Background: an optimization exercise with open tools, aiming at small area and a short achievable clock period. Do not read the settings as production practice.
At most, simulation tests tie the RTL to the original design; equivalence was not proved.
Power is estimated from default activity; no workload was simulated.

==> module matrix_multi, before the edit <==
module matrix_multi(input clk,
input wire rst,                  
input wire in_valid,             
input wire[127:0] buff_x,
output wire out_valid,           
output wire[95:0] buff_y);
localparam MR = 1;
localparam A1 = 0, B1 = 1, C1 = 1, D1 = 1;
localparam A2 = 0, B2 = 1, C2 = 1, D2 = 1;
localparam LAT = 1 + MR + A1 + B1 + C1 + D1 + A2 + B2 + C2 + D2;
reg [127:0] xr;
always @(posedge clk) xr <= buff_x;
wire [31:0] x1 = xr[127:96];
wire [31:0] x2 = xr[95:64];
wire [31:0] x3 = xr[63:32];
wire [31:0] x4 = xr[31:0];
wire [31:0] mul00, mul01, mul02, mul03;
wire [31:0] mul10, mul11, mul12, mul13;
wire [31:0] mul20, mul21, mul22, mul23;
fmulc #(32'h3f000000, MR) mult00(clk, x1, mul00);   
fmulc #(32'hbfc00000, MR) mult01(clk, x2, mul01);   
fmulc #(32'hbf400000, MR) mult02(clk, x3, mul02);   
fmulc #(32'hbf600000, MR) mult03(clk, x4, mul03);   
fmulc #(32'h3f400000, MR) mult10(clk, x1, mul10);   
fmulc #(32'h3f000000, MR) mult11(clk, x2, mul11);   
assign mul12 = mul02;                                    
fmulc #(32'hbfa00000, MR) mult13(clk, x4, mul13);   
assign mul20 = mul10;                                    
fmulc #(32'hbe000000, MR) mult21(clk, x2, mul21);   
fmulc #(32'h3fb00000, MR) mult22(clk, x3, mul22);   
fmulc #(32'h3e800000, MR) mult23(clk, x4, mul23);   
wire [31:0] s00, s01, s10, s11, s20, s21;
fadd #(A1, B1, C1, D1) ad00(clk, mul00, mul01, s00);
fadd #(A1, B1, C1, D1) ad01(clk, mul02, mul03, s01);
fadd #(A1, B1, C1, D1) ad10(clk, mul10, mul11, s10);
fadd #(A1, B1, C1, D1) ad11(clk, mul12, mul13, s11);
fadd #(A1, B1, C1, D1) ad20(clk, mul20, mul21, s20);
fadd #(A1, B1, C1, D1) ad21(clk, mul22, mul23, s21);
fadd #(A2, B2, C2, D2) ad02(clk, s00, s01, buff_y[95:64]);
fadd #(A2, B2, C2, D2) ad12(clk, s10, s11, buff_y[63:32]);
fadd #(A2, B2, C2, D2) ad22(clk, s20, s21, buff_y[31:0]);
reg [LAT-1:0] valid_pipe;
always @(posedge clk)
  if (rst) valid_pipe <= {LAT{1'b0}};
  else     valid_pipe <= {valid_pipe[LAT-2:0], in_valid};
assign out_valid = valid_pipe[LAT-1];
endmodule
clock: 13.0 ns
lec_check: 0
abc_area: 1
cap_margin: 20
core_margin: 2
core_utilization: 55
cts_cluster_diameter: 100
cts_cluster_size: 30
slew_margin: 20
standard.sh (not shown) runs the stock make flow with config.mk's settings and CLKGATE_MAP_FILE= SYNTH_SCRIPT=/design/flow/synth_recipe.tcl, a recipe that flattens the netlist after the stock synthesis.
==> flow/flow/run.sh <==
#!/bin/bash
# Own layout flow: the standard ORFS layout (standard.sh), with port
# buffers of a stronger drive and timing repair aimed below the clock period.
set -euo pipefail
export BUFFER_PORTS_ARGS="-buffer_cell sky130_fd_sc_hd__buf_4"
export SETUP_SLACK_MARGIN=9.2
bash standard.sh > standard.log 2>&1
The starting point completed with no timing, DRC or antenna violations.
Change:
--- a/flow/design.v
+++ b/flow/design.v
@@ -126,13 +126,14 @@
 output wire out_valid,           
 output wire[95:0] buff_y);
 localparam MR = 1;
 localparam A1 = 0, B1 = 1, C1 = 1, D1 = 1;
 localparam A2 = 0, B2 = 1, C2 = 1, D2 = 1;
-localparam LAT = 1 + MR + A1 + B1 + C1 + D1 + A2 + B2 + C2 + D2;
-reg [127:0] xr;
-always @(posedge clk) xr <= buff_x;
+localparam XR = 0;
+localparam LAT = XR + MR + A1 + B1 + C1 + D1 + A2 + B2 + C2 + D2;
+wire [127:0] xr;
+pipe #(.W(128), .EN(XR)) px(clk, buff_x, xr);
 wire [31:0] x1 = xr[127:96];
 wire [31:0] x2 = xr[95:64];
 wire [31:0] x3 = xr[63:32];
 wire [31:0] x4 = xr[31:0];
 wire [31:0] mul00, mul01, mul02, mul03;
Result: Total power rose slightly; setup slack degrades by 0.56 ns; final cell count barely changes; wire length came out higher slightly; synthesized area shrinks by a few percent; design area goes up by a few percent.
Only the layout flow was run in the second run of this note; the RTL was not checked for function there.

* * *

matrix_multi, a different RTL version from the one above (not shown whole).
Size in the first run: roughly 13000 cells after synthesis, about 1600 flip-flops, roughly 230 I/O pins, about 94000 um^2 of cells after synthesis.
==> module fexp, before the edit <==
module fexp (
input  wire [7:0] ea,
input  wire [7:0] eb,
output wire [7:0] x
);
wire [8:0] dab9 = {1'b0, ea} - {1'b0, eb};
wire [7:0] dba = eb - ea;
wire eeq = ~|dab9[7:0];
wire egt = ~dab9[8] & ~eeq;
wire [7:0] d = egt ? dab9[7:0] : dba;
assign x = {egt, eeq, |d[7:5], d[4:0]};
endmodule
clock: 13.0 ns
lec_check: 0
abc_area: 1
cap_margin: 20
core_margin: 2
core_utilization: 70
cts_cluster_diameter: 100
cts_cluster_size: 24
slew_margin: 20
==> flow/flow/run.sh <==
#!/bin/bash
# Own layout flow: the standard ORFS layout (standard.sh), with
#  - port buffers: buf_2 on inputs, buf_4 on outputs (a copy of the ORFS
#    scripts with that one change to global_place.tcl),
#  - timing repair aimed below the clock period.
set -euo pipefail
cp -r "$FLOW_HOME/scripts" scripts
sed -i 's/^\(\s*\)buffer_ports {\*}\[env_var_or_empty BUFFER_PORTS_ARGS\]/\1buffer_ports -inputs -buffer_cell sky130_fd_sc_hd__buf_2\n\1buffer_ports -outputs -buffer_cell sky130_fd_sc_hd__buf_4/' scripts/global_place.tcl
grep -n "buffer_ports" scripts/global_place.tcl > buffer_ports.log
export SCRIPTS_DIR="$PWD/scripts"
export SETUP_SLACK_MARGIN=9.2
bash standard.sh > standard.log 2>&1
Next try:
--- a/flow/design.v
+++ b/flow/design.v
@@ -147,9 +147,11 @@
 );
 wire [8:0] dab9 = {1'b0, ea} - {1'b0, eb};
-wire [7:0] dba = eb - ea;
+wire neg = dab9[8];
 wire eeq = ~|dab9[7:0];
-wire egt = ~dab9[8] & ~eeq;
-wire [7:0] d = egt ? dab9[7:0] : dba;
-assign x = {egt, eeq, |d[7:5], d[4:0]};
+wire egt = ~neg & ~eeq;
+wire [4:0] low = dab9[4:0];
+wire [4:0] sh = neg ? (~low + 5'd1) : low;
+wire kill = neg ? ~(&dab9[7:5] & |low) : |dab9[7:5];
+assign x = {egt, eeq, kill, sh};
 endmodule
 module fadd #(parameter RA = 0, parameter RB = 0, parameter RC = 0, parameter RD = 1,
Sequential power increases slightly.
Worst setup slack loses 0.038 ns.
Die area drops slightly.
Core utilization falls by 0.59 points.
Via count decreases by a few percent.
Worst hold slack gets worse by 0.0095 ns.
Non-clock buffer count fell by 43.
Count of clock-buffer cells in the layout fell by 4.

* * *

Another version of the RTL of matrix_multi (not shown whole).
For scale: roughly 1600 flip-flops, roughly 230 I/O pins, ~94000 sq um of cells after synthesis.
==> module fmulc, before the edit <==
module fmulc #(parameter [31:0] A = 32'h3f800000, parameter R = 0, parameter EXT = 0) (
input  wire clk,
input  wire [31:0] x,
input  wire [2:0] fl,      
output wire [31:0] p
);
localparam [7:0]  EA = A[30:23];
localparam integer CM  = (A[22:20] == 3'b000) ? 1 :
                         (A[22:20] == 3'b010) ? 5 :
                         (A[22:20] == 3'b100) ? 3 :
                         (A[22:20] == 3'b011) ? 11 : 7;
localparam integer TOP = (CM == 1) ? 24 : (CM == 3) ? 25 : (CM == 11) ? 27 : 26;
localparam [24:0] K = ((64'd1 << TOP) + CM - 1) / CM;
wire [23:0] mx = {1'b1, x[22:0]};
wire [27:0] x8 = {1'd0, mx, 3'd0};
wire [27:0] x2 = {3'd0, mx, 1'b0};
wire [27:0] x1 = {4'd0, mx};
wire [27:0] csum = x8 ^ x2 ^ x1;
wire [28:0] ccar = {((x8 & x2) | (x8 & x1) | (x2 & x1)), 1'b0};
wire [27:0] opa = (CM == 3) ? x2 : (CM == 5) ? {2'd0, mx, 2'd0} : (CM == 11) ? csum : x8;
wire [27:0] opb = (CM == 7) ? ~x1 : (CM == 11) ? ccar[27:0] : x1;
wire [27:0] prodc;
wire pco;
skadd #(28) madd(opa, opb, (CM == 7), prodc, pco);
wire [27:0] prod = (CM == 1) ? x1 : prodc;
wire [2:0] fi;
generate
  if (EXT) begin : g_ext
    assign fi = fl;
  end else begin : g_int
    fmflag #(A) ff(x, fi);
  end
endgenerate
wire ovf = fi[2];
wire [22:0] m = ovf ? prod[TOP-1 -: 23] : prod[TOP-2 -: 23];
wire [7:0] e0 = x[30:23] + (EA - 8'd127);
wire [7:0] e1 = x[30:23] + (EA - 8'd126);
wire [7:0] e = ovf ? e1 : e0;
wire [31:0] pp = fi[1] ? 32'd0 :
                 fi[0] ? 32'h7f800000 :
                 {A[31] ^ x[31], e, m};
pipe #(.W(32), .EN(R)) pr(clk, pp, p);
endmodule
==> module skadd, before the edit <==
module skadd #(parameter N = 26) (
input  wire [N-1:0] a,
input  wire [N-1:0] b,
input  wire cin,
output wire [N-1:0] s,
output wire cout
);
reg [N:0] g, p;
integer l, i;
always @(*) begin
  g = {a & b, cin};
  p = {a ^ b, 1'b0};
  for (l = 0; l < 6; l = l + 1)
    for (i = 0; i <= N; i = i + 1)
      if (i[l]) begin
        g[i] = g[i] | (p[i] & g[((i >> l) << l) - 1]);
        p[i] = p[i] & p[((i >> l) << l) - 1];
      end
end
assign s = (a ^ b) ^ g[N-1:0];
assign cout = g[N];
endmodule
==> module fadd, before the edit <==
module fadd #(parameter RA = 0, parameter RB = 0, parameter RC = 0, parameter RD = 1,
              parameter PRE = 0) (
input  wire clk,
input  wire [31:0] a,
input  wire [31:0] b,
input  wire [7:0] xe,
output wire [31:0] s
);
wire [7:0] xi;
generate
  if (PRE) begin : g_pre
    assign xi = xe;
  end else begin : g_exp
    fexp fe(a[30:23], b[30:23], xi);
  end
endgenerate
wire egt = xi[7];
wire eeq = xi[6];
wire mgt;
cmpgt #(23) cm(a[22:0], b[22:0], mgt);
wire agt = egt | (eeq & mgt);
wire [7:0]  a_emax = agt ? a[30:23] : b[30:23];
wire [22:0] a_mbig = agt ? a[22:0] : b[22:0];
wire [22:0] a_msml = agt ? b[22:0] : a[22:0];
wire a_sgn = agt ? a[31] : b[31];
wire a_sub = a[31] ^ b[31];
wire a_kill = xi[5];
wire [4:0] a_sh = xi[4:0];
wire [7:0]  b_emax;
wire [22:0] b_mbig, b_msml;
wire b_sgn, b_sub, b_kill;
wire [4:0] b_sh;
pipe #(.W(8+23+23+1+1+1+5), .EN(RA)) pa(clk,
  {a_emax, a_mbig, a_msml, a_sgn, a_sub, a_kill, a_sh},
  {b_emax, b_mbig, b_msml, b_sgn, b_sub, b_kill, b_sh});
wire [23:0] b_msh = (b_kill ? 24'd0 : ({1'b1, b_msml} >> b_sh)) ^ {24{b_sub}};
wire [7:0]  c_emax;
wire [22:0] c_mbig;
wire [23:0] c_msh;
wire c_sgn, c_sub;
pipe #(.W(8+23+24+1+1), .EN(RB)) pb(clk,
  {b_emax, b_mbig, b_msh, b_sgn, b_sub},
  {c_emax, c_mbig, c_msh, c_sgn, c_sub});
wire [24:0] c_r;
wire c_co;
skadd #(25) cadd({1'b0, 1'b1, c_mbig}, {c_sub, c_msh}, c_sub, c_r, c_co);
wire [7:0]  c_emax1 = c_emax + 8'd1;
wire [7:0]  d_emax1;
wire [24:0] d_r;
wire d_sgn;
pipe #(.W(8+25+1), .EN(RC)) pc(clk,
  {c_emax1, c_r, c_sgn},
  {d_emax1, d_r, d_sgn});
function [4:0] lzc32(input [31:0] v);
  reg [15:0] z1v; reg [15:0] z1c;
  reg [7:0] z2v; reg [15:0] z2c;
  reg [3:0] z3v; reg [11:0] z3c;
  reg [1:0] z4v; reg [7:0] z4c;
  integer k;
  begin
    for (k = 0; k < 16; k = k + 1) begin
      z1v[k] = v[2*k+1] | v[2*k];
      z1c[k] = ~v[2*k+1];
    end
    for (k = 0; k < 8; k = k + 1) begin
      z2v[k] = z1v[2*k+1] | z1v[2*k];
      z2c[2*k+1 -: 2] = z1v[2*k+1] ? {1'b0, z1c[2*k+1]} : {1'b1, z1c[2*k]};
    end
    for (k = 0; k < 4; k = k + 1) begin
      z3v[k] = z2v[2*k+1] | z2v[2*k];
      z3c[3*k+2 -: 3] = z2v[2*k+1] ? {1'b0, z2c[4*k+3 -: 2]} : {1'b1, z2c[4*k+1 -: 2]};
    end
    for (k = 0; k < 2; k = k + 1) begin
      z4v[k] = z3v[2*k+1] | z3v[2*k];
      z4c[4*k+3 -: 4] = z3v[2*k+1] ? {1'b0, z3c[6*k+5 -: 3]} : {1'b1, z3c[6*k+2 -: 3]};
    end
    lzc32 = z4v[1] ? {1'b0, z4c[7:4]} : {1'b1, z4c[3:0]};
  end
endfunction
wire tiny = ~|d_r[24:2];
wire [4:0] lz = tiny ? (d_r[1] ? 5'd21 : 5'd22) : lzc32({d_r, 7'd0});
wire [24:0] r1 = lz[4] ? {d_r[8:0], 16'd0} : d_r;
wire [24:0] r2 = lz[3] ? {r1[16:0], 8'd0} : r1;
wire [24:0] r3 = lz[2] ? {r2[20:0], 4'd0} : r2;
wire [24:0] r4 = lz[1] ? {r3[22:0], 2'd0} : r3;
wire [24:0] r5 = lz[0] ? {r4[23:0], 1'b0} : r4;
wire [7:0] e_n = d_emax1 - {3'd0, lz};
wire [31:0] d_s = {d_sgn, e_n, r5[23:1]};
pipe #(.W(32), .EN(RD)) pd(clk, d_s, s);
endmodule
clock: 13.0 ns
lec_check: 0
abc_area: 1
cap_margin: 20
core_margin: 2
core_utilization: 70
cts_cluster_diameter: 100
cts_cluster_size: 24
slew_margin: 20
==> flow/flow/run.sh <==
#!/bin/bash
# Own layout flow: the standard ORFS layout (standard.sh), with port
# buffers of a stronger drive and timing repair aimed below the clock period.
set -euo pipefail
export BUFFER_PORTS_ARGS="-buffer_cell sky130_fd_sc_hd__buf_4"
export SETUP_SLACK_MARGIN=9.2
bash standard.sh > standard.log 2>&1
The first run finished clean.
Rerun with:
--- a/flow/design.v
+++ b/flow/design.v
@@ -9,23 +9,17 @@
                          (A[22:20] == 3'b010) ? 5 :
                          (A[22:20] == 3'b100) ? 3 :
                          (A[22:20] == 3'b011) ? 11 : 7;
 localparam integer TOP = (CM == 1) ? 24 : (CM == 3) ? 25 : (CM == 11) ? 27 : 26;
 localparam [24:0] K = ((64'd1 << TOP) + CM - 1) / CM;
 wire [23:0] mx = {1'b1, x[22:0]};
-wire [27:0] x8 = {1'd0, mx, 3'd0};
-wire [27:0] x2 = {3'd0, mx, 1'b0};
-wire [27:0] x1 = {4'd0, mx};
-wire [27:0] csum = x8 ^ x2 ^ x1;
-wire [28:0] ccar = {((x8 & x2) | (x8 & x1) | (x2 & x1)), 1'b0};
-wire [27:0] opa = (CM == 3) ? x2 : (CM == 5) ? {2'd0, mx, 2'd0} : (CM == 11) ? csum : x8;
-wire [27:0] opb = (CM == 7) ? ~x1 : (CM == 11) ? ccar[27:0] : x1;
-wire [27:0] prodc;
-wire pco;
-skadd #(28) madd(opa, opb, (CM == 7), prodc, pco);
-wire [27:0] prod = (CM == 1) ? x1 : prodc;
+wire [27:0] prod = (CM == 1)  ? {4'd0, mx} :
+                   (CM == 3)  ? {3'd0, mx, 1'b0} + {4'd0, mx} :
+                   (CM == 5)  ? {2'd0, mx, 2'd0} + {4'd0, mx} :
+                   (CM == 11) ? {1'd0, mx, 3'd0} + {3'd0, mx, 1'b0} + {4'd0, mx} :
+                                {1'd0, mx, 3'd0} - {4'd0, mx};
 wire [2:0] fi;
 generate
   if (EXT) begin : g_ext
     assign fi = fl;
   end else begin : g_int
     fmflag #(A) ff(x, fi);
@@ -93,34 +87,12 @@
     end
   end
 end
 assign s = (a ^ b) ^ g[N-1:0];
 assign cout = g[N];
 endmodule
-module skadd #(parameter N = 26) (
-input  wire [N-1:0] a,
-input  wire [N-1:0] b,
-input  wire cin,
-output wire [N-1:0] s,
-output wire cout
-);
-reg [N:0] g, p;
-integer l, i;
-always @(*) begin
-  g = {a & b, cin};
-  p = {a ^ b, 1'b0};
-  for (l = 0; l < 6; l = l + 1)
-    for (i = 0; i <= N; i = i + 1)
-      if (i[l]) begin
-        g[i] = g[i] | (p[i] & g[((i >> l) << l) - 1]);
-        p[i] = p[i] & p[((i >> l) << l) - 1];
-      end
-end
-assign s = (a ^ b) ^ g[N-1:0];
-assign cout = g[N];
-endmodule
 module cmpgt #(parameter N = 31) (
 input  wire [N-1:0] a,
 input  wire [N-1:0] b,
 output wire gt
 );
 reg [31:0] g, e;
@@ -194,13 +166,13 @@
 wire c_sgn, c_sub;
 pipe #(.W(8+23+24+1+1), .EN(RB)) pb(clk,
   {b_emax, b_mbig, b_msh, b_sgn, b_sub},
   {c_emax, c_mbig, c_msh, c_sgn, c_sub});
 wire [24:0] c_r;
 wire c_co;
-skadd #(25) cadd({1'b0, 1'b1, c_mbig}, {c_sub, c_msh}, c_sub, c_r, c_co);
+bkadd #(25) cadd({1'b0, 1'b1, c_mbig}, {c_sub, c_msh}, c_sub, c_r, c_co);
 wire [7:0]  c_emax1 = c_emax + 8'd1;
 wire [7:0]  d_emax1;
 wire [24:0] d_r;
 wire d_sgn;
 pipe #(.W(8+25+1), .EN(RC)) pc(clk,
   {c_emax1, c_r, c_sgn},
- sequential share of layout area goes down by 0.30 points
- cell area goes up by 0.92%
- power goes down by 0.69%
- setup slack is better by 0.029 ns
- clock skew goes down by 0.030 ns
- wire length goes down by about 2.3%
- maximum frequency goes up by about 0.8%
- combinational power is about the same
- first-iteration DRC count goes up by about 3.4%
- hold slack is better by 0.015 ns
- die area goes up by 1.3%
- final cell count goes down by about 0.6%
- synthesized area goes up by about 1.3%
- non-clock buffer count goes down by 8
For the first run of this note, only the layout was checked, not whether the RTL still works.

separate check: timing with driven ports:
The flow's constraints put no driver on any port. The routed layouts listed below were extracted and timed again, unchanged, in two steps.
Step 1, drivers: a clkbuf_16 drives clk and a buf_2 each remaining input, both assumed.
Step 2, shift: input delay + t, output delay - t, t = (earliest + latest rising clock arrival at the registers) / 2. This alone moves slack from input paths to output paths.
Three values: ideal, step 1, step 2; two values: the first two.
| run | t (ns) | setup WS [ns] | worst setup path after step 2 |
|---|---|---|---|
| the first run of note 1 | 0.822 | 9.175 / 9.087 / 9.315 | register to register |
| the second run of note 1 | 0.857 | 8.615 / 8.667 / 7.809 | input to register |
| the first run of note 2 | 0.813 | 9.202 / 9.114 / 8.733 | input to register |
| the second run of note 2 | 0.809 | 9.164 / 9.080 / 8.655 | input to register |
| the first run of note 3 | 0.828 | 9.178 / 9.083 / 8.617 | input to register |
| the second run of note 3 | 0.801 | 9.207 / 9.128 / 8.903 | input to register |
After both steps setup and hold are still met in every run listed. The setup slack of the second run of note 1, which loses most, moves by +0.052 ns with the drivers and by -0.806 ns with both steps.
